Background: an optimization exercise with open tools, aiming at small area. Do not read the settings as production practice. RTL that was checked went through simulation tests only; none was proved equivalent to the original. For run 2, only the layout was checked, not whether the RTL still works. Power and IR drop assume default switching activity.

==> flow/design.v, too long to show whole: its modules and the start of the top module <==
// module snitch: 1613 lines
// module snitch_regfile: 41 lines
// module snitch_lsu: 111 lines
// module fifo_v3: 90 lines
module snitch #(
  parameter logic [31:0] BootAddr  = 32'h0000_1000,
  parameter logic [31:0] MTVEC     = BootAddr,  
  parameter bit          RVE       = 0,    
  parameter bit          RVFD      = 0     
) (
  input  logic          clk_i,
  input  logic          rst_i,
  input  logic [31:0]   hart_id_i,
  output logic [31:0]   inst_addr_o,
  input  logic [31:0]   inst_data_i,
  output logic          inst_valid_o,
  input  logic          inst_ready_i,
  output logic [31:0]   acc_qaddr_o,
  output logic [4:0]    acc_qid_o,
  output logic [31:0]   acc_qdata_op_o,
  output logic [63:0]   acc_qdata_arga_o,
  output logic [63:0]   acc_qdata_argb_o,
  output logic [63:0]   acc_qdata_argc_o,
  output logic          acc_qvalid_o,
  input  logic          acc_qready_i,
  input  logic [63:0]   acc_pdata_i,
  input  logic [4:0]    acc_pid_i,
  input  logic          acc_perror_i,
  input  logic          acc_pvalid_i,
  output logic          acc_pready_o,
  output logic [31:0]   data_qaddr_o,
  output logic          data_qwrite_o,
  output logic [3:0]    data_qamo_o,
  output logic [63:0]   data_qdata_o,
  output logic [7:0]    data_qstrb_o,
  output logic          data_qvalid_o,
  input  logic          data_qready_i,
  input  logic [63:0]   data_pdata_i,
  input  logic          data_perror_i,
  input  logic          data_pvalid_i,
  output logic          data_pready_o,
  input  logic          wake_up_sync_i,  
  output logic [2:0]    fpu_rnd_mode_o,
  input  logic [4:0]    fpu_status_i,
  output logic [3:0]    core_events_o
);
  // ...
==> flow/run.sh <==
#!/bin/bash
# synth_recipe.tcl (not shown) runs the flow's synth.tcl, then flattens the netlist and writes it again
# the make line also repeats each setting of config.mk as NAME=value (left out here)
make -C /OpenROAD-flow-scripts/flow DESIGN_CONFIG=/design/flow/config.mk WORK_HOME=/design/flow/orfs CLKGATE_MAP_FILE= SYNTH_SCRIPT=/design/flow/synth_recipe.tcl finish
==> flow/config.mk <==
export PLATFORM = sky130hd
export DESIGN_NAME = snitch
export DESIGN_NICKNAME = snitch
export VERILOG_FILES = /design/flow/design.v
export SDC_FILE = /design/flow/constraint.sdc
export NUM_CORES = 4
export LEC_CHECK = 0
export CAP_MARGIN = 20
export CORE_MARGIN = 2
export CORE_UTILIZATION = 40
export SETUP_SLACK_MARGIN = 0.2
export SLEW_MARGIN = 20
==> flow/constraint.sdc <==
create_clock -name core_clock -period 16.0 [get_ports {clk_i}]
set_input_delay 3.2000 -clock core_clock [delete_from_list [all_inputs] [get_ports {clk_i}]]
set_output_delay 3.2000 -clock core_clock [all_outputs]
set_load 0.01 [all_outputs]
==> flow_summary.rst, run 1 <==
.. list-table::
   :header-rows: 1

   * - Metric
     - Value
   * - Share of synthesized area occupied by flip-flops and latches
     - 45.2%
   * - CTS root buffer
     - sky130_fd_sc_hd__clkbuf_16
   * - Power share of the sequential group
     - 42.1%
   * - Total core area
     - 0.173 mm^2
   * - Most frequent standard cell in the layout excluding fill and tap cells
     - sky130_fd_sc_hd__edfxtp_1
   * - Proportion of cell area occupied by multi-input gates
     - 39.7%
   * - Endpoint of the most critical setup path
     - data_qdata_o[55]
   * - Synth Area in Compound Gates
     - 14.7%
   * - Syn_area_per_cell
     - 12.0 um^2
   * - Global placement routability congestion
     - 1.04
   * - Average via count per standard cell
     - 6.55
   * - Non-filler cells in the finished layout
     - 9347
   * - Met3 usage
     - 9.43%
   * - Die Ht
     - 421 um
   * - Fraction of the core area covered by cells at the end of the flow
     - 51.0%
   * - Post-CTS Setup Repair Bufs
     - 10
   * - CP Depth
     - 42
   * - Proportion of netlist area held by the largest area contributor
     - 42.8%
   * - Category of cells accounting for the largest share of critical-path delay
     - buffers and inverters
   * - Biggest area contributors in the synthesized netlist
     - sky130_fd_sc_hd__edfxtp_1, sky130_fd_sc_hd__mux4_2, sky130_fd_sc_hd__mux2i_1
   * - Combinational power share
     - 22.2%
   * - Status
     - timing/DRC/antenna clean
   * - Post-synthesis sequential element count
     - 1077
   * - Xor and xnor area share after synthesis
     - 1.35%
   * - Number of sequential cells in the layout
     - 1077
   * - Leakage Power
     - 32.5 nW
   * - Final Max Tran Viols
     - 0
   * - Crit path DAT
     - 12490 ps
   * - Flip-flop and latch power
     - 0.00317 W
   * - Most frequent cell after synthesis
     - sky130_fd_sc_hd__edfxtp_1
   * - Most used cells in the layout excluding fill and tap cells
     - sky130_fd_sc_hd__edfxtp_1, sky130_fd_sc_hd__buf_4, sky130_fd_sc_hd__clkdlybuf4s50_1
   * - Switching portion of total power
     - 28.8%
==> inputs of run 2 (changes only) <==
--- a/flow/design.v
+++ b/flow/design.v
@@ -2440,142 +2440,34 @@
   output logic [3:0]    core_events_o
 );
-  localparam int RegWidth = RVE ? 4 : 5;
+  localparam logic [3:0] Add = 4'd0, Sub = 4'd1, Slt = 4'd2, Sltu = 4'd3, Sll = 4'd4,
+                         Srl = 4'd5, Sra = 4'd6, LXor = 4'd7, LOr = 4'd8, LAnd = 4'd9,
+                         LNAnd = 4'd10, Eq = 4'd11, Neq = 4'd12, Ge = 4'd13, Geu = 4'd14,
+                         BypassA = 4'd15;
+  localparam logic [3:0] None = 4'd0, Reg = 4'd1, IImmediate = 4'd2, UImmediate = 4'd3,
+                         JImmediate = 4'd4, SImmediate = 4'd5, SFImmediate = 4'd6, PC = 4'd7,
+                         CSR = 4'd8, CSRImmmediate = 4'd9;
+  localparam logic [1:0] Consec = 2'd0, Alu = 2'd1, Exception = 2'd2;
+  localparam logic [1:0] RdAlu = 2'd0, RdConsecPC = 2'd1, RdBypass = 2'd2;
+  localparam logic [1:0] Byte = 2'b00, HalfWord = 2'b01, Word = 2'b10;
+  localparam logic [3:0] AMONone = 4'h0, AMOSwap = 4'h1, AMOAdd = 4'h2, AMOAnd = 4'h3,
+                         AMOOr = 4'h4, AMOXor = 4'h5, AMOMax = 4'h6, AMOMaxu = 4'h7,
+                         AMOMin = 4'h8, AMOMinu = 4'h9, AMOLR = 4'hA, AMOSC = 4'hB;
+  logic [31:0] pc_q, pc_d;
+  logic        wfi_q, wfi_d;
+  logic [31:1] sb_q, sb_d;
+  logic [2:0]  frm_q, frm_d;
+  logic [4:0]  fflags_q, fflags_d;
+  logic        laq_full_q, laq_full_d;
+  logic [4:0]  laq_tag_q;
+  logic        laq_sext_q;
+  logic [2:0]  laq_off_q;
+  logic [1:0]  laq_size_q;
+  logic [31:0] mem_q [1:31];
   logic illegal_inst;
-  logic zero_lsb;
-  logic [31:0] pc_d, pc_q;
-  logic wfi_d, wfi_q;
-  logic [31:0] consec_pc;
-  logic [31:0] iimm, uimm, jimm, bimm, simm;
-  /*verilator lint_off WIDTH*/
-  assign iimm = $signed({inst_data_i[31:20]});
-  assign uimm = {inst_data_i[31:12], 12'b0};
-  assign jimm = $signed({inst_data_i[31],
-                                  inst_data_i[19:12], inst_data_i[20], inst_data_i[30:21], 1'b0});
-  assign bimm = $signed({inst_data_i[31],
-                                    inst_data_i[7], inst_data_i[30:25], inst_data_i[11:8], 1'b0});
-  assign simm = $signed({inst_data_i[31:25], inst_data_i[11:7]});
-  /*verilator lint_on WIDTH*/
-  logic [31:0] opa, opb;
-  logic [32:0] adder_result;
-  logic [31:0] alu_result;
-  logic [RegWidth-1:0] rd, rs1, rs2;
-  logic stall, lsu_stall;
-  logic [1:0][RegWidth-1:0] gpr_raddr;
-  logic [1:0][31:0]         gpr_rdata;
-  logic [0:0][RegWidth-1:0] gpr_waddr;
-  logic [0:0][31:0]         gpr_wdata;
-  logic [0:0]               gpr_we;
-  logic [2**RegWidth-1:0]   sb_d, sb_q;
-  logic is_load, is_store, is_signed;
-  enum logic [1:0] {
-    Byte = 2'b00,
-    HalfWord = 2'b01,
-    Word = 2'b10
-  } ls_size;
-  enum logic [3:0] {
-    AMONone = 4'h0,
-    AMOSwap = 4'h1,
-    AMOAdd  = 4'h2,
-    AMOAnd  = 4'h3,
-    AMOOr   = 4'h4,
-    AMOXor  = 4'h5,
-    AMOMax  = 4'h6,
-    AMOMaxu = 4'h7,
-    AMOMin  = 4'h8,
-    AMOMinu = 4'h9,
-    AMOLR   = 4'hA,
-    AMOSC   = 4'hB
-  } ls_amo;
-  logic [63:0] ld_result;
-  logic lsu_qready, lsu_qvalid;
-  logic lsu_pvalid, lsu_pready;
-  logic [RegWidth-1:0] lsu_rd;
-  logic retire_load;  
-  logic retire_i;  
-  logic retire_acc;  
-  logic acc_stall;
-  logic valid_instr;
-  enum logic [3:0]  {
-    Add, Sub,
-    Slt, Sltu,
-    Sll, Srl, Sra,
-    LXor, LOr, LAnd, LNAnd,
-    Eq, Neq, Ge, Geu,
-    BypassA
-  } alu_op;
-  enum logic [3:0] {
-    None, Reg, IImmediate, UImmediate, JImmediate, SImmediate, SFImmediate, PC, CSR, CSRImmmediate
-  } opa_select, opb_select;
-  logic write_rd;  
-  logic uses_rd;
-  enum logic [1:0] {Consec, Alu, Exception} next_pc;
-  enum logic [1:0] {RdAlu, RdConsecPC, RdBypass} rd_select;
-  logic [31:0] rd_bypass;
-  logic is_branch;
-  logic [31:0] csr_rvalue;
-  logic csr_en;
-  typedef struct packed {
-    fpnew_pkg::roundmode_e frm;
-    fpnew_pkg::status_t    fflags;
-  } fcsr_t;
-  fcsr_t fcsr_d, fcsr_q;
-  assign fpu_rnd_mode_o = fcsr_q.frm;
-  always_ff @(posedge (clk_i)) begin                      
-    pc_q <= (rst_i) ? (BootAddr) : (pc_d);       
-  end
-  always_ff @(posedge (clk_i)) begin                      
-    wfi_q <= (rst_i) ? ('0) : (wfi_d);       
-  end
-  always_ff @(posedge (clk_i)) begin                      
-    sb_q <= (rst_i) ? ('0) : (sb_d);       
-  end
-  always_ff @(posedge (clk_i)) begin                      
-    fcsr_q <= (rst_i) ? ('0) : (fcsr_d);       
-  end
-  always_comb begin
-    core_events_o = '0;
-    core_events_o[0] = ~stall;  
-  end
-  logic  acc_register_rd;
-  assign acc_qaddr_o = hart_id_i;
-  assign acc_qid_o = rd;
-  assign acc_qdata_op_o = inst_data_i;
-  assign acc_qdata_arga_o = {{32{gpr_rdata[0][31]}}, gpr_rdata[0]};
-  assign acc_qdata_argb_o = {{32{gpr_rdata[1][31]}}, gpr_rdata[1]};
-  assign acc_qdata_argc_o = {32'b0, alu_result};
-  assign inst_addr_o = pc_q;
-  assign inst_valid_o = ~wfi_q;
-  logic operands_ready;
-  logic dst_ready;
-  logic opa_ready, opb_ready;
-  always_comb begin
-    sb_d = sb_q;
-    if (retire_load) sb_d[lsu_rd] = 1'b0;
-    if ((is_load | acc_register_rd) && !stall) sb_d[rd] = 1'b1;
-    if (retire_acc) sb_d[acc_pid_i[RegWidth-1:0]] = 1'b0;
-    sb_d[0] = 1'b0;
-  end
-  assign opa_ready = (opa_select != Reg) | ~sb_q[rs1];
-  assign opb_ready = (opb_select != Reg & opb_select != SImmediate) | ~sb_q[rs2];
-  assign operands_ready = opa_ready & opb_ready;
-  assign dst_ready = uses_rd & ~sb_q[rd];
-  assign valid_instr = (inst_ready_i & inst_valid_o) & operands_ready & dst_ready;
-  assign acc_stall = (acc_qvalid_o & ~acc_qready_i);
-  assign lsu_stall = (lsu_qvalid & ~lsu_qready);
-  assign stall = ~valid_instr | lsu_stall | acc_stall;
-  assign consec_pc = pc_q + ((is_branch & alu_result[0]) ? bimm : 'd4);
-  always_comb begin
-    pc_d = pc_q;
-    if (!stall && !wfi_q) begin
-      casez (next_pc)
-        Consec: pc_d = consec_pc;
-        Alu: pc_d = alu_result & {{31{1'b1}}, ~zero_lsb};
-        Exception: pc_d = MTVEC;
-      endcase
-    end
-  end
-  assign rd = inst_data_i[7 + RegWidth - 1:7];
-  assign rs1 = inst_data_i[15 + RegWidth - 1:15];
-  assign rs2 = inst_data_i[20 + RegWidth - 1:20];
+  logic [3:0] alu_op, opa_select, opb_select;
+  logic [1:0] next_pc, rd_select, ls_size;
+  logic [3:0] ls_amo;
+  logic write_rd, uses_rd, zero_lsb, is_branch, is_load, is_store, is_signed;
+  logic acc_off, acc_register_rd, csr_en, is_wfi, byp_lui;
   always_comb begin
     illegal_inst = 1'b0;
@@ -2587,5 +2479,5 @@
     write_rd = 1'b1;
     uses_rd = write_rd;
-    rd_bypass = '0;
+    byp_lui = 1'b0;
     zero_lsb = 1'b0;
     is_branch = 1'b0;
@@ -2595,8 +2487,8 @@
     ls_size = Byte;
     ls_amo = AMONone;
-    acc_qvalid_o = 1'b0;
+    acc_off = 1'b0;
     acc_register_rd = 1'b0;
     csr_en = 1'b0;
-    wfi_d = (wake_up_sync_i) ? 1'b0 : wfi_q;
+    is_wfi = 1'b0;
     unique case (1'b1)
       ((inst_data_i & riscv_instr::ADD_MASK) == riscv_instr::ADD_MATCH): begin
@@ -2697,5 +2589,5 @@
         opb_select = None;
         rd_select = RdBypass;
-        rd_bypass = uimm;
+        byp_lui = 1'b1;
       end
       ((inst_data_i & riscv_instr::AUIPC_MASK) == riscv_instr::AUIPC_MATCH): begin
@@ -2823,5 +2715,4 @@
         opb_select = None;
         rd_select = RdBypass;
-        rd_bypass = csr_rvalue;
         csr_en = 1'b1;
       end
@@ -2830,5 +2721,4 @@
         opb_select = None;
         rd_select = RdBypass;
-        rd_bypass = csr_rvalue;
         csr_en = 1'b1;
       end
@@ -2838,5 +2728,4 @@
           opb_select = CSR;
           rd_select = RdBypass;
-          rd_bypass = csr_rvalue;
           csr_en = 1'b1;
       end
@@ -2847,9 +2736,8 @@
           opb_select = CSR;
           rd_select = RdBypass;
-          rd_bypass = csr_rvalue;
           csr_en = 1'b1;
         end else begin
           write_rd = 1'b0;
-          acc_qvalid_o = valid_instr;
+          acc_off = 1'b1;
         end
       end
@@ -2859,5 +2747,4 @@
         opb_select = CSR;
         rd_select = RdBypass;
-        rd_bypass = csr_rvalue;
         csr_en = 1'b1;
       end
@@ -2868,9 +2755,8 @@
           opb_select = CSR;
           rd_select = RdBypass;
-          rd_bypass = csr_rvalue;
           csr_en = 1'b1;
         end else begin
           write_rd = 1'b0;
-          acc_qvalid_o = valid_instr;
+          acc_off = 1'b1;
         end
       end
@@ -2883,5 +2769,5 @@
       end
       (inst_data_i == riscv_instr::WFI): begin
-        if (valid_instr) wfi_d = 1'b1;
+        is_wfi = 1'b1;
       end
       ((inst_data_i & riscv_instr::AMOADD_W_MASK) == riscv_instr::AMOADD_W_MATCH): begin
@@ -3021,5 +2907,5 @@
         write_rd = 1'b0;
         uses_rd = 1'b1;
-        acc_qvalid_o = valid_instr;
+        acc_off = 1'b1;
         opa_select = Reg;
         opb_select = Reg;
@@ -3042,5 +2928,5 @@
         if (snitch_pkg::RVF) begin
           write_rd = 1'b0;
-          acc_qvalid_o = valid_instr;
+          acc_off = 1'b1;
         end else begin
           illegal_inst = 1'b1;
@@ -3074,5 +2960,5 @@
         if (snitch_pkg::XFVEC && snitch_pkg::RVF && snitch_pkg::RVD) begin
           write_rd = 1'b0;
-          acc_qvalid_o = valid_instr;
+          acc_off = 1'b1;
         end else begin
           illegal_inst = 1'b1;
@@ -3095,5 +2981,5 @@
         if (snitch_pkg::RVD) begin
           write_rd = 1'b0;
-          acc_qvalid_o = valid_instr;
+          acc_off = 1'b1;
         end else begin
           illegal_inst = 1'b1;
@@ -3104,5 +2990,5 @@
         if (snitch_pkg::RVF && snitch_pkg::RVD) begin
           write_rd = 1'b0;
-          acc_qvalid_o = valid_instr;
+          acc_off = 1'b1;
         end else begin
           illegal_inst = 1'b1;
@@ -3121,5 +3007,5 @@
             (snitch_pkg::XF16ALT && inst_data_i[14:12] == 3'b101)) begin
           write_rd = 1'b0;
-          acc_qvalid_o = valid_instr;
+          acc_off = 1'b1;
         end else begin
           illegal_inst = 1'b1;
@@ -3133,5 +3019,5 @@
         if (snitch_pkg::XF16) begin
           write_rd = 1'b0;
-          acc_qvalid_o = valid_instr;
+          acc_off = 1'b1;
         end else begin
           illegal_inst = 1'b1;
@@ -3144,5 +3030,5 @@
               (snitch_pkg::XF16ALT && inst_data_i[14:12] == 3'b101)) begin
             write_rd = 1'b0;
-            acc_qvalid_o = valid_instr;
+            acc_off = 1'b1;
           end else begin
             illegal_inst = 1'b1;
@@ -3158,5 +3044,5 @@
               (snitch_pkg::XF16ALT && inst_data_i[14:12] == 3'b101)) begin
             write_rd = 1'b0;
-            acc_qvalid_o = valid_instr;
+            acc_off = 1'b1;
           end else begin
             illegal_inst = 1'b1;
@@ -3192,5 +3078,5 @@
         if (snitch_pkg::XFVEC && snitch_pkg::XF16 && snitch_pkg::RVF) begin
           write_rd = 1'b0;
-          acc_qvalid_o = valid_instr;
+          acc_off = 1'b1;
         end else begin
           illegal_inst = 1'b1;
@@ -3206,5 +3092,5 @@
         if (snitch_pkg::XFVEC && snitch_pkg::XF16 && snitch_pkg::RVF && snitch_pkg::RVD) begin
           write_rd = 1'b0;
-          acc_qvalid_o = valid_instr;
+          acc_off = 1'b1;
         end else begin
           illegal_inst = 1'b1;
@@ -3218,5 +3104,5 @@
         if (snitch_pkg::XF16ALT) begin
           write_rd = 1'b0;
-          acc_qvalid_o = valid_instr;
+          acc_off = 1'b1;
         end else begin
           illegal_inst = 1'b1;
@@ -3226,5 +3112,5 @@
         if (snitch_pkg::RVF && snitch_pkg::XF16ALT) begin
           write_rd = 1'b0;
-          acc_qvalid_o = valid_instr;
+          acc_off = 1'b1;
         end else begin
           illegal_inst = 1'b1;
@@ -3234,5 +3120,5 @@
         if (snitch_pkg::RVD && snitch_pkg::XF16ALT) begin
           write_rd = 1'b0;
-          acc_qvalid_o = valid_instr;
+          acc_off = 1'b1;
         end else begin
           illegal_inst = 1'b1;
@@ -3243,5 +3129,5 @@
         if (snitch_pkg::XF16 && snitch_pkg::XF16ALT) begin
           write_rd = 1'b0;
-          acc_qvalid_o = valid_instr;
+          acc_off = 1'b1;
         end else begin
           illegal_inst = 1'b1;
@@ -3274,5 +3160,5 @@
         if (snitch_pkg::XFVEC && snitch_pkg::XF16ALT && snitch_pkg::RVF) begin
           write_rd = 1'b0;
-          acc_qvalid_o = valid_instr;
+          acc_off = 1'b1;
         end else begin
           illegal_inst = 1'b1;
@@ -3288,5 +3174,5 @@
         if (snitch_pkg::XFVEC && snitch_pkg::XF16ALT && snitch_pkg::RVF && snitch_pkg::RVD) begin
           write_rd = 1'b0;
-          acc_qvalid_o = valid_instr;
+          acc_off = 1'b1;
         end else begin
           illegal_inst = 1'b1;
@@ -3299,5 +3185,5 @@
         if (snitch_pkg::XFVEC && snitch_pkg::XF16ALT && snitch_pkg::XF16 && snitch_pkg::RVF) begin
           write_rd = 1'b0;
-          acc_qvalid_o = valid_instr;
+          acc_off = 1'b1;
         end else begin
           illegal_inst = 1'b1;
@@ -3320,5 +3206,5 @@
         if (snitch_pkg::XF8) begin
           write_rd = 1'b0;
-          acc_qvalid_o = valid_instr;
+          acc_off = 1'b1;
         end else begin
           illegal_inst = 1'b1;
@@ -3329,5 +3215,5 @@
         if (snitch_pkg::RVF && snitch_pkg::XF8) begin
           write_rd = 1'b0;
-          acc_qvalid_o = valid_instr;
+          acc_off = 1'b1;
         end else begin
           illegal_inst = 1'b1;
@@ -3338,5 +3224,5 @@
         if (snitch_pkg::RVD && snitch_pkg::XF8) begin
           write_rd = 1'b0;
-          acc_qvalid_o = valid_instr;
+          acc_off = 1'b1;
         end else begin
           illegal_inst = 1'b1;
@@ -3347,5 +3233,5 @@
         if (snitch_pkg::XF16 && snitch_pkg::XF8) begin
           write_rd = 1'b0;
-          acc_qvalid_o = valid_instr;
+          acc_off = 1'b1;
         end else begin
           illegal_inst = 1'b1;
@@ -3356,5 +3242,5 @@
         if (snitch_pkg::RVF && snitch_pkg::RVD) begin
           write_rd = 1'b0;
-          acc_qvalid_o = valid_instr;
+          acc_off = 1'b1;
         end else begin
           illegal_inst = 1'b1;
@@ -3386,5 +3272,5 @@
         if (snitch_pkg::XFVEC && snitch_pkg::XF8 && snitch_pkg::FLEN >= 16) begin
           write_rd = 1'b0;
-          acc_qvalid_o = valid_instr;
+          acc_off = 1'b1;
         end else begin
           illegal_inst = 1'b1;
@@ -3395,5 +3281,5 @@
         if (snitch_pkg::XFVEC && snitch_pkg::XF8 && snitch_pkg::RVF) begin
           write_rd = 1'b0;
-          acc_qvalid_o = valid_instr;
+          acc_off = 1'b1;
         end else begin
           illegal_inst = 1'b1;
@@ -3406,5 +3292,5 @@
         if (snitch_pkg::XFVEC && snitch_pkg::XF8 && snitch_pkg::RVF && snitch_pkg::FLEN >= 64) begin
           write_rd = 1'b0;
-          acc_qvalid_o = valid_instr;
+          acc_off = 1'b1;
         end else begin
           illegal_inst = 1'b1;
@@ -3419,5 +3305,5 @@
         if (snitch_pkg::XFVEC && snitch_pkg::XF8 && snitch_pkg::RVD) begin
           write_rd = 1'b0;
-          acc_qvalid_o = valid_instr;
+          acc_off = 1'b1;
         end else begin
           illegal_inst = 1'b1;
@@ -3430,5 +3316,5 @@
         if (snitch_pkg::XFVEC && snitch_pkg::XF8 && snitch_pkg::XF16 && snitch_pkg::FLEN >= 32) begin
           write_rd = 1'b0;
-          acc_qvalid_o = valid_instr;
+          acc_off = 1'b1;
         end else begin
           illegal_inst = 1'b1;
@@ -3441,5 +3327,5 @@
         if (snitch_pkg::XFVEC && snitch_pkg::XF8 && snitch_pkg::XF16ALT && snitch_pkg::FLEN >= 32) begin
           write_rd = 1'b0;
-          acc_qvalid_o = valid_instr;
+          acc_off = 1'b1;
         end else begin
           illegal_inst = 1'b1;
@@ -3456,5 +3342,5 @@
           write_rd = 1'b0;
           uses_rd = 1'b1;
-          acc_qvalid_o = valid_instr;
+          acc_off = 1'b1;
           acc_register_rd = 1'b1;  
         end else begin
@@ -3477,5 +3363,5 @@
         if (snitch_pkg::XFVEC && snitch_pkg::RVF && snitch_pkg::FLEN >= 64) begin
           write_rd = 1'b0;
-          acc_qvalid_o = valid_instr;
+          acc_off = 1'b1;
         end else begin
           illegal_inst = 1'b1;
@@ -3491,5 +3377,5 @@
           write_rd = 1'b0;
           uses_rd = 1'b1;
-          acc_qvalid_o = valid_instr;
+          acc_off = 1'b1;
           acc_register_rd = 1'b1;  
         end else begin
@@ -3508,5 +3394,5 @@
           write_rd = 1'b0;
           uses_rd = 1'b1;
-          acc_qvalid_o = valid_instr;
+          acc_off = 1'b1;
           acc_register_rd = 1'b1;  
         end else begin
@@ -3529,5 +3415,5 @@
         if (snitch_pkg::XFVEC && snitch_pkg::XF16 && snitch_pkg::FLEN >= 32) begin
           write_rd = 1'b0;
-          acc_qvalid_o = valid_instr;
+          acc_off = 1'b1;
         end else begin
           illegal_inst = 1'b1;
@@ -3539,5 +3425,5 @@
         if (snitch_pkg::XFVEC && snitch_pkg::XF16 && snitch_pkg::FLEN >= 32 && ~snitch_pkg::RVD) begin
           write_rd = 1'b0;
-          acc_qvalid_o = valid_instr;
+          acc_off = 1'b1;
         end else begin
           illegal_inst = 1'b1;
@@ -3552,5 +3438,5 @@
           write_rd = 1'b0;
           uses_rd = 1'b1;
-          acc_qvalid_o = valid_instr;
+          acc_off = 1'b1;
           acc_register_rd = 1'b1;  
         end else begin
@@ -3573,5 +3459,5 @@
         if (snitch_pkg::XFVEC && snitch_pkg::XF16ALT && snitch_pkg::FLEN >= 32) begin
           write_rd = 1'b0;
-          acc_qvalid_o = valid_instr;
+          acc_off = 1'b1;
         end else begin
           illegal_inst = 1'b1;
@@ -3583,5 +3469,5 @@
         if (snitch_pkg::XFVEC && snitch_pkg::XF16ALT && snitch_pkg::FLEN >= 32 && ~snitch_pkg::RVD) begin
           write_rd = 1'b0;
-          acc_qvalid_o = valid_instr;
+          acc_off = 1'b1;
         end else begin
           illegal_inst = 1'b1;
@@ -3598,5 +3484,5 @@
           write_rd = 1'b0;
           uses_rd = 1'b1;
-          acc_qvalid_o = valid_instr;
+          acc_off = 1'b1;
           acc_register_rd = 1'b1;  
         end else begin
@@ -3618,5 +3504,5 @@
         if (snitch_pkg::XFVEC && snitch_pkg::XF8 && snitch_pkg::FLEN >= 16) begin
           write_rd = 1'b0;
-          acc_qvalid_o = valid_instr;
+          acc_off = 1'b1;
         end else begin
           illegal_inst = 1'b1;
@@ -3629,5 +3515,5 @@
         if (snitch_pkg::XFVEC && snitch_pkg::XF8 && snitch_pkg::FLEN >= 16 && ~snitch_pkg::RVD) begin
           write_rd = 1'b0;
-          acc_qvalid_o = valid_instr;
+          acc_off = 1'b1;
         end else begin
           illegal_inst = 1'b1;
@@ -3640,5 +3526,5 @@
           opa_select = Reg;
           write_rd = 1'b0;
-          acc_qvalid_o = valid_instr;
+          acc_off = 1'b1;
         end else begin
           illegal_inst = 1'b1;
@@ -3650,5 +3536,5 @@
           opa_select = Reg;
           write_rd = 1'b0;
-          acc_qvalid_o = valid_instr;
+          acc_off = 1'b1;
         end else begin
           illegal_inst = 1'b1;
@@ -3661,5 +3547,5 @@
           opa_select = Reg;
           write_rd = 1'b0;
-          acc_qvalid_o = valid_instr;
+          acc_off = 1'b1;
         end else begin
           illegal_inst = 1'b1;
@@ -3671,5 +3557,5 @@
         if (snitch_pkg::XFVEC && snitch_pkg::XF16 && snitch_pkg::FLEN >= 32 && ~snitch_pkg::RVD) begin
           write_rd = 1'b0;
-          acc_qvalid_o = valid_instr;
+          acc_off = 1'b1;
         end else begin
           illegal_inst = 1'b1;
@@ -3680,5 +3566,5 @@
           opa_select = Reg;
           write_rd = 1'b0;
-          acc_qvalid_o = valid_instr;
+          acc_off = 1'b1;
         end else begin
           illegal_inst = 1'b1;
@@ -3690,5 +3576,5 @@
         if (snitch_pkg::XFVEC && snitch_pkg::XF16ALT && snitch_pkg::FLEN >= 32 && ~snitch_pkg::RVD) begin
           write_rd = 1'b0;
-          acc_qvalid_o = valid_instr;
+          acc_off = 1'b1;
         end else begin
           illegal_inst = 1'b1;
@@ -3701,5 +3587,5 @@
           opa_select = Reg;
           write_rd = 1'b0;
-          acc_qvalid_o = valid_instr;
+          acc_off = 1'b1;
         end else begin
           illegal_inst = 1'b1;
@@ -3711,5 +3597,5 @@
         if (snitch_pkg::XFVEC && snitch_pkg::XF8 && snitch_pkg::FLEN >= 16 && ~snitch_pkg::RVD) begin
           write_rd = 1'b0;
-          acc_qvalid_o = valid_instr;
+          acc_off = 1'b1;
         end else begin
           illegal_inst = 1'b1;
@@ -3720,5 +3606,5 @@
           opa_select = Reg;
           write_rd = 1'b0;
-          acc_qvalid_o = valid_instr;
+          acc_off = 1'b1;
       end
       ((inst_data_i & riscv_instr::FLW_MASK) == riscv_instr::FLW_MATCH): begin
@@ -3727,5 +3613,5 @@
           opb_select = IImmediate;
           write_rd = 1'b0;
-          acc_qvalid_o = valid_instr;
+          acc_off = 1'b1;
         end else begin
           illegal_inst = 1'b1;
@@ -3737,5 +3623,5 @@
           opb_select = SFImmediate;
           write_rd = 1'b0;
-          acc_qvalid_o = valid_instr;
+          acc_off = 1'b1;
         end else begin
           illegal_inst = 1'b1;
@@ -3747,5 +3633,5 @@
           opb_select = IImmediate;
           write_rd = 1'b0;
-          acc_qvalid_o = valid_instr;
+          acc_off = 1'b1;
         end else begin
           illegal_inst = 1'b1;
@@ -3757,5 +3643,5 @@
           opb_select = SFImmediate;
           write_rd = 1'b0;
-          acc_qvalid_o = valid_instr;
+          acc_off = 1'b1;
         end else begin
           illegal_inst = 1'b1;
@@ -3767,5 +3653,5 @@
           opb_select = IImmediate;
           write_rd = 1'b0;
-          acc_qvalid_o = valid_instr;
+          acc_off = 1'b1;
         end else begin
           illegal_inst = 1'b1;
@@ -3777,5 +3663,5 @@
           opb_select = SFImmediate;
           write_rd = 1'b0;
-          acc_qvalid_o = valid_instr;
+          acc_off = 1'b1;
         end else begin
           illegal_inst = 1'b1;
@@ -3787,5 +3673,5 @@
           opb_select = IImmediate;
           write_rd = 1'b0;
-          acc_qvalid_o = valid_instr;
+          acc_off = 1'b1;
         end else begin
           illegal_inst = 1'b1;
@@ -3797,5 +3683,5 @@
           opb_select = SFImmediate;
           write_rd = 1'b0;
-          acc_qvalid_o = valid_instr;
+          acc_off = 1'b1;
         end else begin
           illegal_inst = 1'b1;
@@ -3807,55 +3693,60 @@
     endcase
     if (illegal_inst) begin
-     write_rd = 1'b0;
-     uses_rd = 1'b0;
-     next_pc = Exception;
+      write_rd = 1'b0;
+      uses_rd = 1'b0;
+      next_pc = Exception;
     end
   end
+  logic [4:0] rd, rs1, rs2;
+  assign rd  = inst_data_i[11:7];
+  assign rs1 = inst_data_i[19:15];
+  assign rs2 = inst_data_i[24:20];
+  logic [31:1] rsel_a, rsel_b;
+  logic [31:0] rdata_a, rdata_b;
   always_comb begin
-    csr_rvalue = '0;
-    fcsr_d = fcsr_q;
-    fcsr_d.fflags = fcsr_q.fflags | fpu_status_i;
-    if (csr_en) begin
-      unique case (inst_data_i[31:20])
-        riscv_instr::CSR_MHARTID: begin
-          csr_rvalue = hart_id_i;
-        end
-        riscv_instr::CSR_FFLAGS: begin
-          csr_rvalue = {27'b0, fcsr_q.fflags};
-          if (valid_instr) fcsr_d.fflags = fpnew_pkg::status_t'(alu_result[4:0]);
-        end
-        riscv_instr::CSR_FRM: begin
-          csr_rvalue = {29'b0, fcsr_q.frm};
-          if (valid_instr) fcsr_d.frm = fpnew_pkg::roundmode_e'(alu_result[2:0]);
-        end
-        riscv_instr::CSR_FCSR: begin
-          csr_rvalue = {24'b0, fcsr_q};
-          if (valid_instr) fcsr_d = fcsr_t'(alu_result[7:0]);
-        end
-        default: csr_rvalue = '0;
-      endcase
+    for (int unsigned k = 1; k < 32; k++) begin
+      rsel_a[k] = (rs1 == k);
+      rsel_b[k] = (rs2 == k);
     end
   end
-  snitch_regfile #(
-    .DATA_WIDTH     ( 32       ),
-    .NR_READ_PORTS  ( 2        ),
-    .NR_WRITE_PORTS ( 1        ),
-    .ZERO_REG_ZERO  ( 1        ),
-    .ADDR_WIDTH     ( RegWidth )
-  ) i_snitch_regfile (
-    .clk_i,
-    .raddr_i   ( gpr_raddr ),
-    .rdata_o   ( gpr_rdata ),
-    .waddr_i   ( gpr_waddr ),
-    .wdata_i   ( gpr_wdata ),
-    .we_i      ( gpr_we    )
-  );
+  for (genvar b = 0; b < 32; b++) begin : gen_rf_rd
+    logic [31:1] col;
+    for (genvar k = 1; k < 32; k++) begin : gen_col
+      assign col[k] = mem_q[k][b];
+    end
+    snitch_rf_bit i_rd_a (.d_i(col), .sel_i(rsel_a), .q_o(rdata_a[b]));
+    snitch_rf_bit i_rd_b (.d_i(col), .sel_i(rsel_b), .q_o(rdata_b[b]));
+  end
+  logic valid_instr, stall, lsu_stall, acc_stall;
+  logic opa_ready, opb_ready, dst_ready;
+  logic lsu_qvalid, lsu_qready;
+  logic [31:0] alu_result;
+  logic [32:0] adder_result;
+  logic [31:0] csr_rvalue;
+  assign opa_ready = (opa_select != Reg) | ~sb_q[rs1];
+  assign opb_ready = (opb_select != Reg & opb_select != SImmediate) | ~sb_q[rs2];
+  assign dst_ready = uses_rd & ~sb_q[rd];
+  assign valid_instr = inst_ready_i & ~wfi_q & opa_ready & opb_ready & dst_ready;
+  assign acc_qvalid_o = acc_off & valid_instr;
+  assign acc_stall = acc_qvalid_o & ~acc_qready_i;
+  assign lsu_stall = lsu_qvalid & ~lsu_qready;
+  assign stall = ~valid_instr | lsu_stall | acc_stall;
+  assign core_events_o = {3'b000, ~stall};
+  assign inst_addr_o = pc_q;
+  assign inst_valid_o = ~wfi_q;
+  assign fpu_rnd_mode_o = frm_q;
+  logic [31:0] iimm, uimm, jimm, bimm, simm;
+  assign iimm = {{20{inst_data_i[31]}}, inst_data_i[31:20]};
+  assign uimm = {inst_data_i[31:12], 12'b0};
+  assign jimm = {{12{inst_data_i[31]}}, inst_data_i[19:12], inst_data_i[20], inst_data_i[30:21], 1'b0};
+  assign bimm = {{20{inst_data_i[31]}}, inst_data_i[7], inst_data_i[30:25], inst_data_i[11:8], 1'b0};
+  assign simm = {{21{inst_data_i[31]}}, inst_data_i[30:25], inst_data_i[11:7]};
+  logic [31:0] opa, opb;
   always_comb begin
     unique case (opa_select)
-      None: opa = '0;
-      Reg: opa = gpr_rdata[0];
+      Reg: opa = rdata_a;
       UImmediate: opa = uimm;
       JImmediate: opa = jimm;
-      CSRImmmediate: opa = {{{32-RegWidth}{1'b0}}, rs1};
+      CSRImmmediate: opa = {27'b0, rs1};
       default: opa = '0;
     endcase
@@ -3863,6 +3754,5 @@
   always_comb begin
     unique case (opb_select)
-      None: opb = '0;
-      Reg: opb = gpr_rdata[1];
+      Reg: opb = rdata_b;
       IImmediate: opb = iimm;
       SFImmediate, SImmediate: opb = simm;
@@ -3872,383 +3762,201 @@
     endcase
   end
-  assign gpr_raddr[0] = rs1;
-  assign gpr_raddr[1] = rs2;
-  logic [31:0] shift_opa, shift_opa_reversed;
-  logic [31:0] shift_right_result, shift_left_result;
-  logic [32:0] shift_opa_ext, shift_right_result_ext;
-  logic shift_left, shift_arithmetic;  
-  for (genvar i = 0; i < 32; i++) begin : gen_reverse_opa
-    assign shift_opa_reversed[i] = opa[31-i];
-    assign shift_left_result[i] = shift_right_result[31-i];
-  end
-  assign shift_opa = shift_left ? shift_opa_reversed : opa;
-  assign shift_opa_ext = {shift_opa[31] & shift_arithmetic, shift_opa};
-  assign shift_right_result_ext = $unsigned($signed(shift_opa_ext) >>> opb[4:0]);
-  assign shift_right_result = shift_right_result_ext[31:0];
+  logic alu_sub, alu_sext;
+  assign alu_sub = (alu_op == Sub) | (alu_op == Slt) | (alu_op == Ge) | (alu_op == Sltu) |
+                   (alu_op == Geu) | (alu_op == Eq) | (alu_op == Neq);
+  assign alu_sext = ~((alu_op == Sltu) | (alu_op == Geu));
   logic [32:0] alu_opa, alu_opb;
-  assign adder_result = alu_opa + alu_opb;
-  /*verilator lint_off WIDTH*/
+  assign alu_opa = {alu_sext & opa[31], opa};
+  assign alu_opb = {alu_sext & opb[31], opb} ^ {33{alu_sub}};
+  assign adder_result = alu_opa + alu_opb + {32'b0, alu_sub};
+  logic shift_left, shift_arith;
+  logic [31:0] shift_opa, shift_rres, shift_lres;
+  assign shift_left = (alu_op == Sll);
+  assign shift_arith = (alu_op == Sra);
+  for (genvar i = 0; i < 32; i++) begin : gen_rev
+    assign shift_opa[i] = shift_left ? opa[31-i] : opa[i];
+    assign shift_lres[i] = shift_rres[31-i];
+  end
+  logic [32:0] shift_ext;
+  assign shift_ext = $unsigned($signed({shift_opa[31] & shift_arith, shift_opa}) >>> opb[4:0]);
+  assign shift_rres = shift_ext[31:0];
   always_comb begin
-    alu_opa = $signed(opa);
-    alu_opb = $signed(opb);
-    alu_result = adder_result[31:0];
-    shift_left = 1'b0;
-    shift_arithmetic = 1'b0;
     unique case (alu_op)
-      Sub: alu_opb = -$signed(opb);
-      Slt: begin
-        alu_opb = -$signed(opb);
-        alu_result = {30'b0, adder_result[32]};
-      end
-      Ge: begin
-        alu_opb = -$signed(opb);
-        alu_result = {30'b0, ~adder_result[32]};
-      end
-      Sltu: begin
-        alu_opa = $unsigned(opa);
-        alu_opb = -$unsigned(opb);
-        alu_result = {30'b0, adder_result[32]};
-      end
-      Geu: begin
-        alu_opa = $unsigned(opa);
-        alu_opb = -$unsigned(opb);
-        alu_result = {30'b0, ~adder_result[32]};
-      end
-      Sll: begin
-        shift_left = 1'b1;
-        alu_result = shift_left_result;
-      end
-      Srl: alu_result = shift_right_result;
-      Sra: begin
-        shift_arithmetic = 1'b1;
-        alu_result = shift_right_result;
-      end
-      LXor: alu_result = opa ^ opb;
-      LAnd: alu_result = opa & opb;
-      LNAnd: alu_result = (~opa) & opb;
-      LOr: alu_result = opa | opb;
-      Eq: begin
-        alu_opb = -$signed(opb);
-        alu_result = ~|adder_result;
-      end
-      Neq: begin
-        alu_opb = -$signed(opb);
-        alu_result = |adder_result;
-      end
-      BypassA: begin
-        alu_result = opa;
-      end
-      default: alu_result = adder_result[31:0];
+      Slt, Sltu: alu_result = {31'b0, adder_result[32]};
+      Ge, Geu:   alu_result = {31'b0, ~adder_result[32]};
+      Sll:       alu_result = shift_lres;
+      Srl, Sra:  alu_result = shift_rres;
+      LXor:      alu_result = opa ^ opb;
+      LAnd:      alu_result = opa & opb;
+      LNAnd:     alu_result = (~opa) & opb;
+      LOr:       alu_result = opa | opb;
+      Eq:        alu_result = {31'b0, ~|adder_result[31:0]};
+      Neq:       alu_result = {31'b0, |adder_result[31:0]};
+      BypassA:   alu_result = opa;
+      default:   alu_result = adder_result[31:0];
     endcase
   end
-  /*verilator lint_on WIDTH*/
-  snitch_lsu #(
-    .TagWidth            ( RegWidth                           ),
-    .NumOutstandingLoads ( snitch_pkg::NumIntOutstandingLoads )
-  ) i_snitch_lsu (
-    .clk_i                                ,
-    .rst_i                                ,
-    .lsu_qtag_i   ( rd                    ),
-    .lsu_qwrite   ( is_store              ),
-    .lsu_qsigned  ( is_signed             ),
-    .lsu_qaddr_i  ( alu_result            ),
-    .lsu_qdata_i  ( {32'b0, gpr_rdata[1]} ),
-    .lsu_qsize_i  ( ls_size               ),
-    .lsu_qamo_i   ( ls_amo                ),
-    .lsu_qvalid_i ( lsu_qvalid            ),
-    .lsu_qready_o ( lsu_qready            ),
-    .lsu_pdata_o  ( ld_result             ),
-    .lsu_ptag_o   ( lsu_rd                ),
-    .lsu_perror_o (                       ),  
-    .lsu_pvalid_o ( lsu_pvalid            ),
-    .lsu_pready_i ( lsu_pready            ),
-    .data_qaddr_o                          ,
-    .data_qwrite_o                         ,
-    .data_qdata_o                          ,
-    .data_qamo_o                           ,
-    .data_qstrb_o                          ,
-    .data_qvalid_o                         ,
-    .data_qready_i                         ,
-    .data_pdata_i                          ,
-    .data_perror_i                         ,
-    .data_pvalid_i                         ,
-    .data_pready_o
-  );
-  assign lsu_qvalid = valid_instr & (is_load | is_store);
-  assign retire_i = write_rd & valid_instr & (rd != 0);
-  logic [31:0] alu_writeback;
+  logic csr_hartid, csr_fflags, csr_frm, csr_fcsr;
+  assign csr_hartid = csr_en & (inst_data_i[31:20] == 12'hf14);
+  assign csr_fflags = csr_en & (inst_data_i[31:20] == 12'h001);
+  assign csr_frm    = csr_en & (inst_data_i[31:20] == 12'h002);
+  assign csr_fcsr   = csr_en & (inst_data_i[31:20] == 12'h003);
   always_comb begin
-    casez (rd_select)
-      RdAlu: alu_writeback = alu_result;
-      RdConsecPC: alu_writeback = consec_pc;
-      RdBypass: alu_writeback = rd_bypass;
-      default: alu_writeback = alu_result;
-    endcase
+    csr_rvalue = '0;
+    if (csr_hartid) csr_rvalue = hart_id_i;
+    if (csr_fflags) csr_rvalue = {27'b0, fflags_q};
+    if (csr_frm)    csr_rvalue = {29'b0, frm_q};
+    if (csr_fcsr)   csr_rvalue = {24'b0, frm_q, fflags_q};
   end
   always_comb begin
-    gpr_we[0] = 1'b0;
-    gpr_waddr[0] = rd;
-    gpr_wdata[0] = alu_writeback;
-    lsu_pready = 1'b0;
-    acc_pready_o = 1'b0;
-    retire_acc = 1'b0;
-    retire_load = 1'b0;
-    if (retire_i) begin
-      gpr_we[0] = 1'b1;
-    end else if (lsu_pvalid) begin
-      retire_load = 1'b1;
-      gpr_we[0] = 1'b1;
-      gpr_waddr[0] = lsu_rd;
-      gpr_wdata[0] = ld_result[31:0];
-      lsu_pready = 1'b1;
-    end else if (acc_pvalid_i) begin
-      retire_acc = 1'b1;
-      gpr_we[0] = 1'b1;
-      gpr_waddr[0] = acc_pid_i;
-      gpr_wdata[0] = acc_pdata_i[31:0];
-      acc_pready_o = 1'b1;
+    frm_d = frm_q;
+    fflags_d = fflags_q | fpu_status_i;
+    if (valid_instr) begin
+      if (csr_fflags) fflags_d = alu_result[4:0];
+      if (csr_frm) frm_d = alu_result[2:0];
+      if (csr_fcsr) {frm_d, fflags_d} = alu_result[7:0];
     end
   end
-endmodule
-module snitch_regfile #(
-  parameter DATA_WIDTH     = 32,
-  parameter NR_READ_PORTS  = 2,
-  parameter NR_WRITE_PORTS = 1,
-  parameter ZERO_REG_ZERO  = 0,
-  parameter ADDR_WIDTH     = 4
-) (
-  input  logic                                      clk_i,
-  input  logic [NR_READ_PORTS-1:0][ADDR_WIDTH-1:0]  raddr_i,
-  output logic [NR_READ_PORTS-1:0][DATA_WIDTH-1:0]  rdata_o,
-  input  logic [NR_WRITE_PORTS-1:0][ADDR_WIDTH-1:0] waddr_i,
-  input  logic [NR_WRITE_PORTS-1:0][DATA_WIDTH-1:0] wdata_i,
-  input  logic [NR_WRITE_PORTS-1:0]                 we_i
-);
-  localparam    NUM_WORDS  = 2**ADDR_WIDTH;
-  logic [NUM_WORDS-1:0][DATA_WIDTH-1:0]     mem;
-  logic [NR_WRITE_PORTS-1:0][NUM_WORDS-1:0] we_dec;
-    always_comb begin : we_decoder
-      for (int unsigned j = 0; j < NR_WRITE_PORTS; j++) begin
-        for (int unsigned i = 0; i < NUM_WORDS; i++) begin
-          if (waddr_i[j] == i) we_dec[j][i] = we_i[j];
-          else we_dec[j][i] = 1'b0;
-        end
-      end
-    end
-    always_ff @(posedge clk_i) begin : register_write_behavioral
-      for (int unsigned j = 0; j < NR_WRITE_PORTS; j++) begin
-        for (int unsigned i = 0; i < NUM_WORDS; i++) begin
-          if (we_dec[j][i]) begin
-            mem[i] <= wdata_i[j];
-          end
-        end
-        if (ZERO_REG_ZERO) begin
-          mem[0] <= '0;
-        end
-      end
+  logic [31:0] consec_pc;
+  assign consec_pc = pc_q + ((is_branch & alu_result[0]) ? bimm : 32'd4);
+  always_comb begin
+    pc_d = pc_q;
+    if (!stall) begin
+      unique case (next_pc)
+        Consec: pc_d = consec_pc;
+        Alu: pc_d = {alu_result[31:1], alu_result[0] & ~zero_lsb};
+        default: pc_d = MTVEC;
+      endcase
     end
-  for (genvar i = 0; i < NR_READ_PORTS; i++) begin
-    assign rdata_o[i] = mem[raddr_i[i]];
   end
-endmodule 
-module snitch_lsu #(
-  parameter int unsigned TagWidth            = 5,
-  parameter int unsigned NumOutstandingLoads = 1,
-  parameter bit NaNBox                       = 0
-) (
-  input  logic          clk_i,
-  input  logic          rst_i,
-  input  logic [TagWidth-1:0] lsu_qtag_i,
-  input  logic          lsu_qwrite,
-  input  logic          lsu_qsigned,
-  input  logic [31:0]   lsu_qaddr_i,
-  input  logic [63:0]   lsu_qdata_i,
-  input  logic [1:0]    lsu_qsize_i,
-  input  logic [3:0]    lsu_qamo_i,
-  input  logic          lsu_qvalid_i,
-  output logic          lsu_qready_o,
-  output logic [63:0]   lsu_pdata_o,
-  output logic [TagWidth-1:0] lsu_ptag_o,
-  output logic          lsu_perror_o,
-  output logic          lsu_pvalid_o,
-  input  logic          lsu_pready_i,
-  output logic [31:0]   data_qaddr_o,
-  output logic          data_qwrite_o,
-  output logic [3:0]    data_qamo_o,
-  output logic [63:0]   data_qdata_o,
-  output logic [7:0]    data_qstrb_o,
-  output logic          data_qvalid_o,
-  input  logic          data_qready_i,
-  input  logic [63:0]   data_pdata_i,
-  input  logic          data_perror_i,
-  input  logic          data_pvalid_i,
-  output logic          data_pready_o
-);
-  logic [63:0] ld_result;
-  typedef struct packed {
-    logic [TagWidth-1:0] tag;
-    logic       sign_ext;
-    logic [2:0] offset;
-    logic [1:0] size;
-  } laq_t;
-  laq_t laq_in, laq_out;
-  logic laq_full;
-  logic laq_push;
-  fifo_v3 #(
-    .FALL_THROUGH ( 1'b0                ),
-    .DEPTH        ( NumOutstandingLoads ),
-    .DATA_WIDTH   ( TagWidth + 6        )
-  ) i_fifo_laq (
-    .clk_i,
-    .rst_ni    ( ~rst_i                        ),
-    .flush_i   ( 1'b0                          ),
-    .testmode_i( 1'b0                          ),
-    .full_o    ( laq_full                      ),
-    .empty_o   (                      ),
-    .usage_o   (                      ),
-    .data_i    ( laq_in                        ),
-    .push_i    ( laq_push                      ),
-    .data_o    ( laq_out                       ),
-    .pop_i     ( data_pvalid_i & data_pready_o )
-  );
-  assign laq_in.tag      = lsu_qtag_i;
-  assign laq_in.sign_ext = lsu_qsigned;
-  assign laq_in.offset   = lsu_qaddr_i[2:0];
-  assign laq_in.size     = lsu_qsize_i;
-  assign data_qvalid_o = (lsu_qvalid_i) & (lsu_qwrite | ~laq_full);
-  assign data_qwrite_o = lsu_qwrite;
-  assign data_qaddr_o = {lsu_qaddr_i[31:3], 3'b0};
-  assign data_qamo_o  = lsu_qamo_i;
   always_comb begin
-    unique case (lsu_qsize_i)
-      2'b00: data_qstrb_o = (8'b1 << lsu_qaddr_i[2:0]);
-      2'b01: data_qstrb_o = (8'b11 << lsu_qaddr_i[2:0]);
-      2'b10: data_qstrb_o = (8'b1111 << lsu_qaddr_i[2:0]);
-      2'b11: data_qstrb_o = '1;
-      default: data_qstrb_o = '0;
+    wfi_d = wake_up_sync_i ? 1'b0 : wfi_q;
+    if (is_wfi & valid_instr) wfi_d = 1'b1;
+  end
+  assign lsu_qvalid = valid_instr & (is_load | is_store);
+  assign data_qvalid_o = lsu_qvalid & (is_store | ~laq_full_q);
+  assign data_qwrite_o = is_store;
+  assign data_qaddr_o = {alu_result[31:3], 3'b0};
+  assign data_qamo_o = ls_amo;
+  always_comb begin
+    unique case (ls_size)
+      2'b00: data_qstrb_o = (8'b1 << alu_result[2:0]);
+      2'b01: data_qstrb_o = (8'b11 << alu_result[2:0]);
+      2'b10: data_qstrb_o = (8'b1111 << alu_result[2:0]);
+      default: data_qstrb_o = '1;
     endcase
   end
-  /*verilator lint_off WIDTH*/
+  logic [31:0] st_rot;
   always_comb begin
-    unique case (lsu_qaddr_i[2:0])
-      3'b000: data_qdata_o = lsu_qdata_i;
-      3'b001: data_qdata_o = {lsu_qdata_i[55:0], lsu_qdata_i[63:56]};
-      3'b010: data_qdata_o = {lsu_qdata_i[47:0], lsu_qdata_i[63:48]};
-      3'b011: data_qdata_o = {lsu_qdata_i[39:0], lsu_qdata_i[63:40]};
-      3'b100: data_qdata_o = {lsu_qdata_i[31:0], lsu_qdata_i[63:32]};
-      3'b101: data_qdata_o = {lsu_qdata_i[23:0], lsu_qdata_i[63:24]};
-      3'b110: data_qdata_o = {lsu_qdata_i[15:0], lsu_qdata_i[63:16]};
-      3'b111: data_qdata_o = {lsu_qdata_i[7:0],  lsu_qdata_i[63:8]};
-      default: data_qdata_o = lsu_qdata_i;
+    unique case (alu_result[1:0])
+      2'b00: st_rot = rdata_b;
+      2'b01: st_rot = {rdata_b[23:0], rdata_b[31:24]};
+      2'b10: st_rot = {rdata_b[15:0], rdata_b[31:16]};
+      default: st_rot = {rdata_b[7:0], rdata_b[31:8]};
     endcase
   end
-  /*verilator lint_on WIDTH*/
-  assign lsu_qready_o = ~(data_qvalid_o & ~data_qready_i) & (lsu_qwrite | ~laq_full);
-  assign laq_push = ~lsu_qwrite & data_qready_i & data_qvalid_o & ~laq_full;
-  logic [63:0] shifted_data;
-  assign shifted_data = data_pdata_i >> {laq_out.offset, 3'b000};
+  assign data_qdata_o = {st_rot, st_rot};
+  assign lsu_qready = ~(data_qvalid_o & ~data_qready_i) & (is_store | ~laq_full_q);
+  logic laq_push, laq_pop;
+  assign laq_push = ~is_store & data_qready_i & data_qvalid_o & ~laq_full_q;
+  assign laq_pop = data_pvalid_i & data_pready_o;
+  always_comb begin
+    laq_full_d = laq_full_q;
+    if (laq_push) laq_full_d = 1'b1;
+    else if (laq_pop) laq_full_d = 1'b0;
+  end
+  logic [55:0] ld_s1;
+  logic [39:0] ld_s2;
+  logic [31:0] ld_s3, ld_result;
+  assign ld_s1 = laq_off_q[2] ? {24'b0, data_pdata_i[63:32]} : data_pdata_i[55:0];
+  assign ld_s2 = laq_off_q[1] ? ld_s1[55:16] : ld_s1[39:0];
+  assign ld_s3 = laq_off_q[0] ? ld_s2[39:8] : ld_s2[31:0];
   always_comb begin
-    unique case (laq_out.size)
-      2'b00: ld_result = {{56{shifted_data[7] & laq_out.sign_ext}}, shifted_data[7:0]};
-      2'b01: ld_result = {{48{shifted_data[15] & laq_out.sign_ext}}, shifted_data[15:0]};
-      2'b10: ld_result = {{32{(shifted_data[31] | NaNBox) & laq_out.sign_ext}}, shifted_data[31:0]};
-      2'b11: ld_result = shifted_data;
-      default: ld_result = shifted_data;
+    unique case (laq_size_q)
+      2'b00: ld_result = {{24{ld_s3[7] & laq_sext_q}}, ld_s3[7:0]};
+      2'b01: ld_result = {{16{ld_s3[15] & laq_sext_q}}, ld_s3[15:0]};
+      default: ld_result = ld_s3;
     endcase
   end
-  assign lsu_perror_o = data_perror_i;
-  assign lsu_pdata_o = ld_result;
-  assign lsu_ptag_o = laq_out.tag;
-  assign lsu_pvalid_o = data_pvalid_i;
-  assign data_pready_o = lsu_pready_i;
-endmodule
-module fifo_v3 #(
-    parameter bit          FALL_THROUGH = 1'b0,  
-    parameter int unsigned DATA_WIDTH   = 32,    
-    parameter int unsigned DEPTH        = 8,     
-    parameter int unsigned ADDR_DEPTH   = (DEPTH > 1) ? $clog2(DEPTH) : 1
-)(
-    input  logic  clk_i,             
-    input  logic  rst_ni,            
-    input  logic  flush_i,           
-    input  logic  testmode_i,        
-    output logic  full_o,            
-    output logic  empty_o,           
-    output logic  [ADDR_DEPTH-1:0] usage_o,   
-    input  logic [DATA_WIDTH-1:0] data_i,            
-    input  logic  push_i,            
-    output logic [DATA_WIDTH-1:0] data_o,            
-    input  logic  pop_i              
-);
-    localparam int unsigned FIFO_DEPTH = (DEPTH > 0) ? DEPTH : 1;
-    logic gate_clock;
-    logic [ADDR_DEPTH - 1:0] read_pointer_n, read_pointer_q, write_pointer_n, write_pointer_q;
-    logic [ADDR_DEPTH:0] status_cnt_n, status_cnt_q;  
-    logic [FIFO_DEPTH - 1:0][DATA_WIDTH-1:0] mem_n, mem_q;
-    assign usage_o = status_cnt_q[ADDR_DEPTH-1:0];
-    if (DEPTH == 0) begin
-        assign empty_o     = ~push_i;
-        assign full_o      = ~pop_i;
+  assign acc_qaddr_o = hart_id_i;
+  assign acc_qid_o = rd;
+  assign acc_qdata_op_o = inst_data_i;
+  assign acc_qdata_arga_o = {{32{rdata_a[31]}}, rdata_a};
+  assign acc_qdata_argb_o = {{32{rdata_b[31]}}, rdata_b};
+  assign acc_qdata_argc_o = {32'b0, alu_result};
+  logic retire_i, retire_load, retire_acc;
+  assign retire_i = write_rd & valid_instr & (rd != 5'd0);
+  assign retire_load = ~retire_i & data_pvalid_i;
+  assign retire_acc = ~retire_i & ~data_pvalid_i & acc_pvalid_i;
+  assign data_pready_o = retire_load;
+  assign acc_pready_o = retire_acc;
+  logic [31:0] alu_writeback;
+  always_comb begin
+    unique case (rd_select)
+      RdConsecPC: alu_writeback = consec_pc;
+      RdBypass: alu_writeback = byp_lui ? uimm : csr_rvalue;
+      default: alu_writeback = alu_result;
+    endcase
+  end
+  logic gpr_we;
+  logic [4:0] gpr_waddr;
+  logic [31:0] gpr_wdata;
+  assign gpr_we = retire_i | data_pvalid_i | acc_pvalid_i;
+  always_comb begin
+    if (retire_i) begin
+      gpr_waddr = rd;
+      gpr_wdata = alu_writeback;
+    end else if (data_pvalid_i) begin
+      gpr_waddr = laq_tag_q;
+      gpr_wdata = ld_result;
     end else begin
-        assign full_o       = (status_cnt_q == FIFO_DEPTH[ADDR_DEPTH:0]);
-        assign empty_o      = (status_cnt_q == 0) & ~(FALL_THROUGH & push_i);
+      gpr_waddr = acc_pid_i;
+      gpr_wdata = acc_pdata_i[31:0];
     end
-    always_comb begin : read_write_comb
-        read_pointer_n  = read_pointer_q;
-        write_pointer_n = write_pointer_q;
-        status_cnt_n    = status_cnt_q;
-        data_o          = (DEPTH == 0) ? data_i : mem_q[read_pointer_q];
-        mem_n           = mem_q;
-        gate_clock      = 1'b1;
-        if (push_i && ~full_o) begin
-            mem_n[write_pointer_q] = data_i;
-            gate_clock = 1'b0;
-            if (write_pointer_q == FIFO_DEPTH[ADDR_DEPTH-1:0] - 1)
-                write_pointer_n = '0;
-            else
-                write_pointer_n = write_pointer_q + 1;
-            status_cnt_n    = status_cnt_q + 1;
-        end
-        if (pop_i && ~empty_o) begin
-            if (read_pointer_n == FIFO_DEPTH[ADDR_DEPTH-1:0] - 1)
-                read_pointer_n = '0;
-            else
-                read_pointer_n = read_pointer_q + 1;
-            status_cnt_n   = status_cnt_q - 1;
-        end
-        if (push_i && pop_i &&  ~full_o && ~empty_o)
-            status_cnt_n   = status_cnt_q;
-        if (FALL_THROUGH && (status_cnt_q == 0) && push_i) begin
-            data_o = data_i;
-            if (pop_i) begin
-                status_cnt_n = status_cnt_q;
-                read_pointer_n = read_pointer_q;
-                write_pointer_n = write_pointer_q;
-            end
-        end
+  end
+  always_comb begin
+    sb_d = sb_q;
+    for (int unsigned k = 1; k < 32; k++) begin
+      if (retire_load && laq_tag_q == k) sb_d[k] = 1'b0;
+      if ((is_load | acc_register_rd) && !stall && rd == k) sb_d[k] = 1'b1;
+      if (retire_acc && acc_pid_i == k) sb_d[k] = 1'b0;
     end
-    always_ff @(posedge clk_i) begin
-        if(~rst_ni) begin
-            read_pointer_q  <= '0;
-            write_pointer_q <= '0;
-            status_cnt_q    <= '0;
-        end else begin
-            if (flush_i) begin
-                read_pointer_q  <= '0;
-                write_pointer_q <= '0;
-                status_cnt_q    <= '0;
-             end else begin
-                read_pointer_q  <= read_pointer_n;
-                write_pointer_q <= write_pointer_n;
-                status_cnt_q    <= status_cnt_n;
-            end
-        end
+  end
+  always_ff @(posedge clk_i) begin
+    if (rst_i) begin
+      pc_q <= BootAddr;
+      wfi_q <= 1'b0;
+      sb_q <= '0;
+      frm_q <= '0;
+      fflags_q <= '0;
+      laq_full_q <= 1'b0;
+    end else begin
+      pc_q <= pc_d;
+      wfi_q <= wfi_d;
+      sb_q <= sb_d;
+      frm_q <= frm_d;
+      fflags_q <= fflags_d;
+      laq_full_q <= laq_full_d;
+    end
+  end
+  always_ff @(posedge clk_i) begin
+    if (laq_push) begin
+      laq_tag_q <= rd;
+      laq_sext_q <= is_signed;
+      laq_off_q <= alu_result[2:0];
+      laq_size_q <= ls_size;
     end
+  end
+  for (genvar k = 1; k < 32; k++) begin : gen_rf
     always_ff @(posedge clk_i) begin
-        if(~rst_ni) begin
-            mem_q <= '0;
-        end else if (!gate_clock) begin
-            mem_q <= mem_n;
-        end
+      if (gpr_we && gpr_waddr == k) mem_q[k] <= gpr_wdata;
     end
-endmodule  
+  end
+endmodule
+module snitch_rf_bit (
+  input  logic [31:1] d_i,
+  input  logic [31:1] sel_i,
+  output logic        q_o
+);
+  assign q_o = |(d_i & sel_i);
+endmodule
--- a/flow/config.mk
+++ b/flow/config.mk
@@ -9,4 +9,6 @@
 export CORE_MARGIN = 2
 export CORE_UTILIZATION = 40
+export GPL_TIMING_DRIVEN = 0
 export SETUP_SLACK_MARGIN = 0.2
 export SLEW_MARGIN = 20
+export SYNTH_HIERARCHICAL = 1
==> flow_summary.rst, run 2 <==
.. list-table::
   :header-rows: 1

   * - Metric
     - Value
   * - Level count of the clock H-tree
     - 3
   * - Global placement routability congestion
     - 1.08 (+4.4%)
   * - Crit Reg-Reg Startpoint
     - mem_q[14][0]
   * - RSZ-0062 raised after global routing
     - false
   * - Highest ir drop seen on vdd
     - 0.132 mV
   * - Crit path DAT
     - 12510 ps (+20 ps)
   * - CTS root buffer
     - sky130_fd_sc_hd__clkbuf_16
   * - Type of origin of the critical path
     - input pin
   * - Endpoint of the most critical setup path
     - data_qdata_o[37]
   * - Most used cells in the layout excluding fill and tap cells
     - sky130_fd_sc_hd__edfxtp_1, sky130_fd_sc_hd__a22oi_1, sky130_fd_sc_hd__clkdlybuf4s50_1
   * - Total area of multi-input combinational cells
     - 0.0291 mm^2
   * - Non-filler cells in the finished layout
     - 8572 (-8.3%)
   * - Syn Std Cell Area
     - 0.0619 mm^2
   * - Path class of the lowest-slack min-delay path
     - reg2reg
   * - Share of total power in the clock network
     - 36.8%
   * - Clock-pin slew reported for the worst setup and hold paths after clock tree synthesis
     - 60 ps
   * - I/O pin total
     - 626
   * - Number of CTS-inserted buffers
     - 113
   * - Starting density of the core
     - 40.3%
   * - Cell at the slowest stage of the critical path
     - sky130_fd_sc_hd__nor2_4
   * - Switching portion of total power
     - 28.5% (-0.31 points)
   * - Share of the cycle needed by the critical path after routing
     - 98.2%
   * - Synthesis warning total
     - 711
   * - Area of the die
     - 0.158 mm^2
   * - Kind of capture point of the worst setup path
     - output port
   * - Most common flop cell mapped by yosys
     - sky130_fd_sc_hd__edfxtp_1
   * - Flip-flop count of the largest register, all copies and words added
     - 992
   * - Sinks on Clock Net
     - 1076
   * - Endpoints failing setup
     - 0
   * - Most frequent standard cell in the layout excluding fill and tap cells
     - sky130_fd_sc_hd__edfxtp_1
   * - Average via count per standard cell
     - 7.06 (+7.7%)
   * - Largest registers
     - mem_q x992, pc_q x32, sb_q x31
   * - Top post-synthesis cells by count
     - sky130_fd_sc_hd__edfxtp_1, sky130_fd_sc_hd__a22oi_1, sky130_fd_sc_hd__nor2_1
   * - Post-synthesis sequential element count
     - 1076 (-0.093%)
   * - Total core area
     - 0.154 mm^2 (-11%)
   * - Clock latency on the worst-skew pair
     - 800 ps
   * - Routed length per instance
     - 40.3 um
   * - Register-to-Register Path Depth
     - 50
   * - First-pass DRT Iterations
     - 12
   * - Number of failing hold endpoints at the final stage
     - 0
   * - Number of different library cells in the post-synthesis netlist
     - 101
   * - GRT Overall Usage
     - 42.2%
   * - Final Max Tran Viols
     - 0 (unchanged)
   * - Proportion of netlist area held by the largest area contributor
     - 48.6% (+5.8 points)
   * - Area occupied by registers
     - 0.0316 mm^2
   * - Cell Count Post-Placement
     - 8293
   * - Remaining DRCs
     - 0
   * - Ratio of total power to cell area
     - 89.3 mW/mm^2
   * - Highest net fanout along the worst path
     - 16
   * - Required @ worst endpoint
     - 12800 ps
   * - Power share of the sequential group
     - 43.9% (+1.8 points)
   * - Horiz. Die Dim
     - 398 um
   * - Internal power contribution
     - 0.00515 W
   * - Fillers
     - 13342
   * - Worst-case clock skew
     - 85.7 ps
   * - CTS Hold Bufs
     - 0
   * - Reg-to-Reg End
     - mem_q[17][31]
   * - Maximum operating frequency
     - 63.6 MHz
   * - Transition time at the pin with the least slew margin
     - 1250 ps
   * - Most frequent cell after synthesis
     - sky130_fd_sc_hd__edfxtp_1
   * - Layout overhead on the synthesized area
     - 30.3%
   * - Global-route wire length before repair
     - 463000 um
   * - Register with the highest flop count
     - mem_q
   * - Clock tree buffer depth
     - 3
   * - Pre-CTS WS
     - -5770 ps
   * - Final Critical Period
     - 15710 ps
   * - Total global routing overflow
     - 0
   * - Number of antenna violations at the first check in global routing
     - 45
   * - Number of standard cells after synthesis
     - 5476
   * - Site row count
     - 144
   * - Maximum number of pins on one net before global-route repair
     - 35
   * - WS Path Type
     - in2out
   * - Share of final-layout standard cells stronger than drive strength 1
     - 17.3%
   * - Crit. Startpoint
     - inst_data_i[23]
   * - Share of synthesized area occupied by flip-flops and latches
     - 51.0% (+5.7 points)
   * - Number of vias after detailed routing
     - 60486
   * - Largest area contributor in the synthesized netlist
     - sky130_fd_sc_hd__edfxtp_1
   * - Number of routed nets with antenna violations
     - 0
   * - Vias in the first global route
     - 56616
   * - IO Port Bufs
     - 547
   * - Die Ht
     - 398 um (-5.6%)
   * - Combinational power share
     - 19.3% (-2.9 points)
   * - Flop-to-flop setup slack
     - 3890 ps
   * - MaxCap Viol Count
     - 0
   * - Final worst slack
     - 285 ps
   * - Biggest area contributors in the synthesized netlist
     - sky130_fd_sc_hd__edfxtp_1, sky130_fd_sc_hd__a22oi_1, sky130_fd_sc_hd__mux2i_1
   * - Syn_area_per_cell
     - 11.3 um^2 (-5.9%)
   * - Status
     - timing/DRC/antenna clean
   * - Number of enable flip-flop cells after synthesis
     - 1003
   * - CTS tree
     - built
   * - Power dissipated by switching net loads
     - 0.00206 W
   * - Delay of the slowest critical-path stage
     - 720 ps
   * - Drt first-iter violations
     - 9576
   * - Max_slew headroom
     - 16.2%
   * - Asr flop ratio synth
     - 0%
   * - Routed WL
     - 346000 um
   * - # nets final
     - 6744
   * - Leakage Power
     - 27.0 nW (-17%)
   * - Estimated wirelength of the detail-placed design
     - 260000 um
run 2: metal layers:
layer  up-vias  GRT usage, %  wire (um)
li1      24222             -          -
met1     29556          50.1     118000
met2      5185          62.7     146000
met3      1480          14.7      48100
met4        43          32.6      33200
met5         -        0.0908        328
run 2: worst max-delay path: cells and delay by family:
| kind | cells | cell delay [ps] |
|---|---|---|
| xor gates and xnor gates | 1 | 180 |
| and+or+nand+nor | 7 | 1930 |
| AOI/OAI and AO/OA | 12 | 3140 |
| buffers and inverters | 11 | 2620 |
| muxes | 3 | 940 |
| adders and majority gates | 1 | 390 |
run 2: how the worst min path moves through the flow:
stage	startpoint	to	slack, ps	depth (start not counted)
4_1_cts	sb_q[11]	sb_q[11]	530	2
3_5_place_dp	sb_q[11]	sb_q[11]	520	2
5_1_grt	sb_q[11]	sb_q[11]	560	2
3_3_place_gp	sb_q[22]	sb_q[22]	510	2
2_1_floorplan	sb_q[10]	sb_q[10]	490	2
6_report	sb_q[11]	sb_q[11]	540	2
run 2: cell families (layout without fill, tap and decap cells):
kind of cell,Yosys count,after routing,share of synthesized area (%)
multiplexers,257,257,4.85
AND/OR/NAND/NOR,1273,1273,10.5
AO/OA/AOI/OAI,2067,2067,24.8
buffers and inverters,593,1589,5.13
XOR/XNOR,94,94,1.33
flip-flops,1076,1076,51.0
other,1,57,0.00605
adder cells (fa/ha/maj),115,115,2.35
run 2: power groups by stage:
stage / clock [W] / combinational, W / sequential (W)
floorplan: 0 / 0.000506 / 0.00322
global placement: 0 / 0.00120 / 0.00324
detailed placement: 0 / 0.00129 / 0.00322
CTS: 0.00265 / 0.00132 / 0.00317
global route: 0.00277 / 0.00141 / 0.00317
finish: 0.00265 / 0.00139 / 0.00317
run 2: what timing repair did:
item,CTS,global route
gates resized for setup,210,88
setup endpoints to repair,1159,640
cloned,0,0
setup buffers,41,12
pin swaps,22,20
run 2: modules after synthesis, one instance, submodules excluded:
module	copies in the design	cells inside	cell area (um^2)	flip-flops and latches
snitch_rf_bit	64	20	154	0
snitch	1	4196	52100	1076
run 2: area by class of cell:
type	instances	share of cell area (%)
sequential	1076	39.1
clock inverter	69	0.921
buffer	473	3.73
inverter	119	0.569
tap	2044	3.17
antenna	19	0.0589
timing repair buffer	790	12.7
multi-input combinational	3844	36.1
clock buffer	138	3.62
run 2: through the flow:
stage / total power [W] / TNS (ps) / utilization, % / area (um^2) / hold slack (ps)
finish: 0.00721 / 0 / 52.4 / 80700 / 535
global placement: 0.00444 / -8648680 / 45.6 / 70100 / 506
floorplan: 0.00373 / 0 / - / 62100 / 487
global route: 0.00734 / 0 / 52.4 / 80700 / 565
CTS: 0.00714 / 0 / 52.1 / 80200 / 530
detailed placement: 0.00452 / -4742060 / 49.1 / 75500 / 518

Setup slack of run 2, layout unchanged: 0.285 ns with ideal ports, 0.117 ns with driving cells assumed (clock clkbuf_16, inputs buf_2), -0.393 ns with port delays also shifted by the 0.829 ns mid clock arrival.
